Context: an optimization exercise on an open-source flow, tuned for small area. The choices shown serve that exercise and are no tape-out recipe. RTL that was checked went through simulation tests only; none was proved equivalent to the original.

## LTSSM
module LTSSM(
    input            clk,  
    input            rst,
    input            mode,  
    input            lane0_rx_det,
    input            lane1_rx_det,
    input            lane2_rx_det,
    input            lane3_rx_det,
    input            lane0_idle_break,
    input            lane1_idle_break,
    input            lane2_idle_break,
    input            lane3_idle_break,
    output           lane0_rx_det_seq_req,
    output           lane1_rx_det_seq_req,
    output           lane2_rx_det_seq_req,
    output           lane3_rx_det_seq_req,
    input            lane0_rx_det_seq_ack,
    input            lane1_rx_det_seq_ack,
    input            lane2_rx_det_seq_ack,
    input            lane3_rx_det_seq_ack,
    input[127:0]     lane0_ts_i,
    input            lane0_ts_i_vld,
    output[127:0]    lane0_ts_o,
    output           lane0_ts_o_vld,
    input[127:0]     lane1_ts_i,
    input            lane1_ts_i_vld,
    output[127:0]    lane1_ts_o,
    output           lane1_ts_o_vld,
    input[127:0]     lane2_ts_i,
    input            lane2_ts_i_vld,
    output[127:0]    lane2_ts_o,
    output           lane2_ts_o_vld,
    input[127:0]     lane3_ts_i,
    input            lane3_ts_i_vld,
    output[127:0]    lane3_ts_o,
    output           lane3_ts_o_vld,
    input            lane0_tx_fifo_full,
    input            lane1_tx_fifo_full,
    input            lane2_tx_fifo_full,
    input            lane3_tx_fifo_full,
    output[5:0]      curr_speed,
    output           linkup
);
wire [3:0]  ts_info;
  ...
Size in the first run: roughly 2,300 cells after synthesis, roughly 310 flip-flops, about 0.019 mm² of cells after synthesis.
export LEC_CHECK = 0
export CAP_MARGIN = 0
export CORE_AREA = 10 10 390 390
export DIE_AREA = 0 0 400 400
export SLEW_MARGIN = 0
create_clock -name core_clock -period 8.0 [get_ports {clk}]
standard.sh (not shown) runs the stock make flow with config.mk's settings and CLKGATE_MAP_FILE= SYNTH_SCRIPT=/design/flow/synth_recipe.tcl, a recipe that flattens the netlist after the stock synthesis.
==> flow/flow/run.sh <==
#!/bin/bash
# Standard layout (standard.sh) with these changes:
#  - synthesis maps the logic with an area-oriented ABC script (flow/abc_area.script);
#    the registers and every other synthesis step are the standard ones;
#  - the port buffers are the smallest buffer cell (every port still gets one);
#  - one tie cell drives all constant outputs instead of one tie cell each;
#  - clock tree: larger sink clusters and no dummy loads.
set -euo pipefail
{ head -n 1 synth_recipe.tcl; cat flow/abc_wrap.tcl; tail -n +2 synth_recipe.tcl; } > area_synth.tcl
export FLOW_ABC_SCRIPT="$PWD/flow/abc_area.script"
export BUFFER_PORTS_ARGS="-buffer_cell sky130_fd_sc_hd__buf_1"
export SKIP_REPAIR_TIE_FANOUT=1
export CTS_ARGS="-sink_clustering_enable -repair_clock_nets -sink_clustering_size 28 -sink_clustering_max_diameter 80 -dont_use_dummy_load"
bash standard.sh SYNTH_SCRIPT="$PWD/area_synth.tcl" finish > standard.log 2>&1
==> flow/flow/abc_area.script <==
&get -n
&st
&syn2
&dch -f
&nf -a -R 1000
&st
&dch -f
&nf -a -R 1000
&put
topo
stime -c
dnsize -c
==> flow/flow/abc_wrap.tcl <==
# Run ABC with the area-oriented script given in FLOW_ABC_SCRIPT instead of
# the one the standard synthesis picks; everything else stays as it is.
proc abc {args} {
  set i [lsearch -exact $args -script]
  if { $i >= 0 } {
    lset args [expr { $i + 1 }] $::env(FLOW_ABC_SCRIPT)
  }
  puts "abc (area script): $args"
  yosys abc {*}$args
}
Edit:
--- a/flow/design.v
+++ b/flow/design.v
@@ -130,34 +130,34 @@
 reg        t1, t1_n;           
 reg        t2, t2_n;           
 reg        p1, p1_n;           
 reg        k1, k1_n;           
 reg        p2, p2_n;           
 reg        n2, n2_n;           
 assign ts_update_ack = tack;
 assign to_tsa_update_ack = uack;
 assign to_tsa_ts_sent_enough = se;
 assign ts_valid = vld;
 wire tsa_update = from_tsa_rcv_link_num_vld | from_tsa_rcv_lane_num_vld;
-reg  [10:0] left;
+reg  [10:0] nleft;
 wire [11:0] b;
 assign b[0] = ~ts_tx_fifo_full;
 genvar gi;
-generate for (gi = 0; gi < 11; gi = gi + 1) begin : g_dec
-    assign b[gi+1] = b[gi] & ~left[gi];
+generate for (gi = 0; gi < 11; gi = gi + 1) begin : g_cnt
+    assign b[gi+1] = b[gi] & nleft[gi];
 end endgenerate
 wire [10:0] target = is_poll ? (ts_info[0] ? 11'd16 : 11'd1024) : (complete ? 11'd16 : 11'd2);
-wire ge = ~|left;
+wire ge = &nleft;
 always @(posedge clk) begin
-    if (~gs) left <= target;
-    else     left <= left ^ b[10:0];
+    if (~gs) nleft <= ~target;
+    else     nleft <= nleft ^ b[10:0];
 end
 always @(posedge clk) begin
     if (rst) begin
         gs <= 1'b0; tack <= 1'b0; uack <= 1'b0; se <= 1'b0; vld <= 1'b0;
         lka <= 1'b0; lna <= 1'b0; t1 <= 1'b0; t2 <= 1'b0;
         p1 <= 1'b0; k1 <= 1'b0; p2 <= 1'b0; n2 <= 1'b0;
     end else begin
         gs <= gs_n; tack <= tack_n; uack <= uack_n; se <= se_n; vld <= vld_n;
         lka <= lka_n; lna <= lna_n; t1 <= t1_n; t2 <= t2_n;
         p1 <= p1_n; k1 <= k1_n; p2 <= p2_n; n2 <= n2_n;
     end
@@ -338,45 +338,46 @@
     all_ts1 = 1'b1; all_ts2 = 1'b1;
     for (i = 0; i < 10; i = i + 1) begin
         all_ts1 = all_ts1 & (remote_ts[8*i +: 8] == 8'h4A);
         all_ts2 = all_ts2 & (remote_ts[8*i +: 8] == 8'h45);
     end
 end
 wire       r1_link = (r1 == link_num);
 wire       r2_lane = (r2 == lane_num);
 wire       r2_wl   = (r2 == LANE);
 wire       r2_pad  = (r2 == 8'hF7);
 wire       eq_c    = (r0 == 8'hBC) & (r3 == 8'hFF) & (r4 == 8'h3E) & (r5 == 8'h00);
-wire       eq1     = e1_link ? r1_link : (r1 == 8'hF7);
+wire       r1_00   = (r1 == 8'h00);
+wire       eq1     = e1_link ? (link_acq ? r1_link : r1_00) : (r1 == 8'hF7);
 wire       eq2     = e2_num ? (mode ? r2_lane : r2_wl) : r2_pad;
 wire       eq_id   = et2 ? all_ts2 : all_ts1;
 wire       base    = eq_c & eq_id;
 wire       full    = base & eq1 & eq2;
 wire       mm      = base & (m1 | eq1) & (m2 | eq2);
 wire       ts2ok   = (~ts2m | (eq_c & eq1)) & all_ts2;
 wire       ge      = t8 ? |cnt[15:3] : |cnt[15:1];
 wire       v       = remote_ts_valid;
 wire       vm      = v & mm;
 wire       usp_ln  = v & (mm ? ~r2_lane : (r2_lane & ts2ok));
 reg inc, clr;
 always @* begin
     inc = 1'b0; clr = 1'b0;
     if (is_poll) begin
         inc = v & full;
         if (upd_new) clr = 1'b1;
         else if (ge & (to_tsa_ts_sent_enough | ~t8)) clr = 1'b1;
     end
     if (is_cfg) begin
         case (sub)
             3'd0: begin
-                inc = vm & (mode | (r1 == 8'h00));
+                inc = vm & (mode | r1_00);
                 if (ge) clr = 1'b1;
             end
             3'd1: begin
                 if (~mode) clr = 1'b1;
                 else begin
                     inc = vm & (lane_acq | r2_wl);
                     if (ge) clr = 1'b1;
                 end
             end
             3'd2, 3'd3: begin
                 if (~mode) inc = vm & ((sub == 3'd2) ? ~r2_pad : r2_wl);
@@ -384,51 +385,55 @@
                 if (ge) clr = 1'b1;
             end
             3'd4: begin
                 inc = vm;
                 if (ge & to_tsa_ts_sent_enough) clr = 1'b1;
             end
             default: ;
         endcase
         if (upd_new) clr = 1'b1;
     end
 end
+always @(posedge clk) begin
+    if (active & is_cfg & (sub == 3'd0) & mode & ~link_acq & vm)
+        link_num <= r1;
+end
 wire [16:0] cc;
 assign cc[0] = inc;
 genvar gi;
 generate for (gi = 0; gi < 16; gi = gi + 1) begin : g_inc
     assign cc[gi+1] = cc[gi] & cnt[gi];
 end endgenerate
 always @(posedge clk) begin
     cnt <= (cnt ^ cc[15:0]) & {16{active & ~clr}};
 end
 always @(posedge clk) begin
     if (rst) begin
         f_pa2c <= 1'b0; f_p2c <= 1'b0; f_cfg <= 1'b0;
-        link_num <= 8'd0; lane_num <= 8'd0;
+        lane_num <= 8'd0;
         link_vld <= 1'b0; lane_vld <= 1'b0; link_acq <= 1'b0; lane_acq <= 1'b0;
     end else begin
         if (cfg_new) f_cfg <= 1'b0;
         if (active) begin
         if (is_poll & ~upd_new & ge & (to_tsa_ts_sent_enough | ~t8)) begin
             f_pa2c <= ~ts_info[0];
             f_p2c <= ts_info[0];
         end
         if (is_cfg) begin
             case (sub)
                 3'd0: begin
                     if (ge) f_cfg <= 1'b1;
                     if (mode) begin
                         if (~link_acq) begin
                             if (vm) begin
-                                link_num <= r1; link_vld <= 1'b1; link_acq <= 1'b1;
+                                link_vld <= 1'b1; link_acq <= 1'b1;
                             end
                         end else if (from_tsg_update_ack) begin
                             link_vld <= 1'b0;
                         end
                     end
                 end
                 3'd1: begin
                     if (~mode | ge) f_cfg <= 1'b1;
                     if (mode) begin
                         if (~lane_acq) begin
                             if (vm) begin
What happened: The new run went through all stages and came out clean. Worst setup slack is worse by 0.077 ns. Global-route usage falls by 0.42 points. Utilization hardly moves. Routed wire length falls by a few percent. Worst hold slack hardly moves.
Function not checked in the second run of this note: the RTL went through the layout flow alone.

==> what the ideal ports hide <==
No port has a modelled driver above. Below, the same layouts with a new extraction and two added sets of constraints. Step 1 sets driving cells, clkbuf_16 on the clock port and buf_2 on the other inputs (assumed; they add their load-dependent delay and slew). Step 2 also shifts input and output timing later by t, the mid clock arrival at the registers, as if the neighbouring blocks saw the same clock. Slacks: ideal ports / drivers / drivers and shift; pairs: ideal ports / drivers.
| run | t, ns | setup slack, ns | worst slew at a driven data input, ns |
|---|---|---|---|
| the first run | 0.596 | 0.832 / 0.832 / 0.391 | 0.24 |
| the second run | 0.620 | 0.754 / 0.760 / 0.140 | 0.32 |
After both steps every run listed still meets setup and hold. For the second run, which loses most, drivers alone change the setup slack by +0.006 ns; drivers and shift together by -0.614 ns.
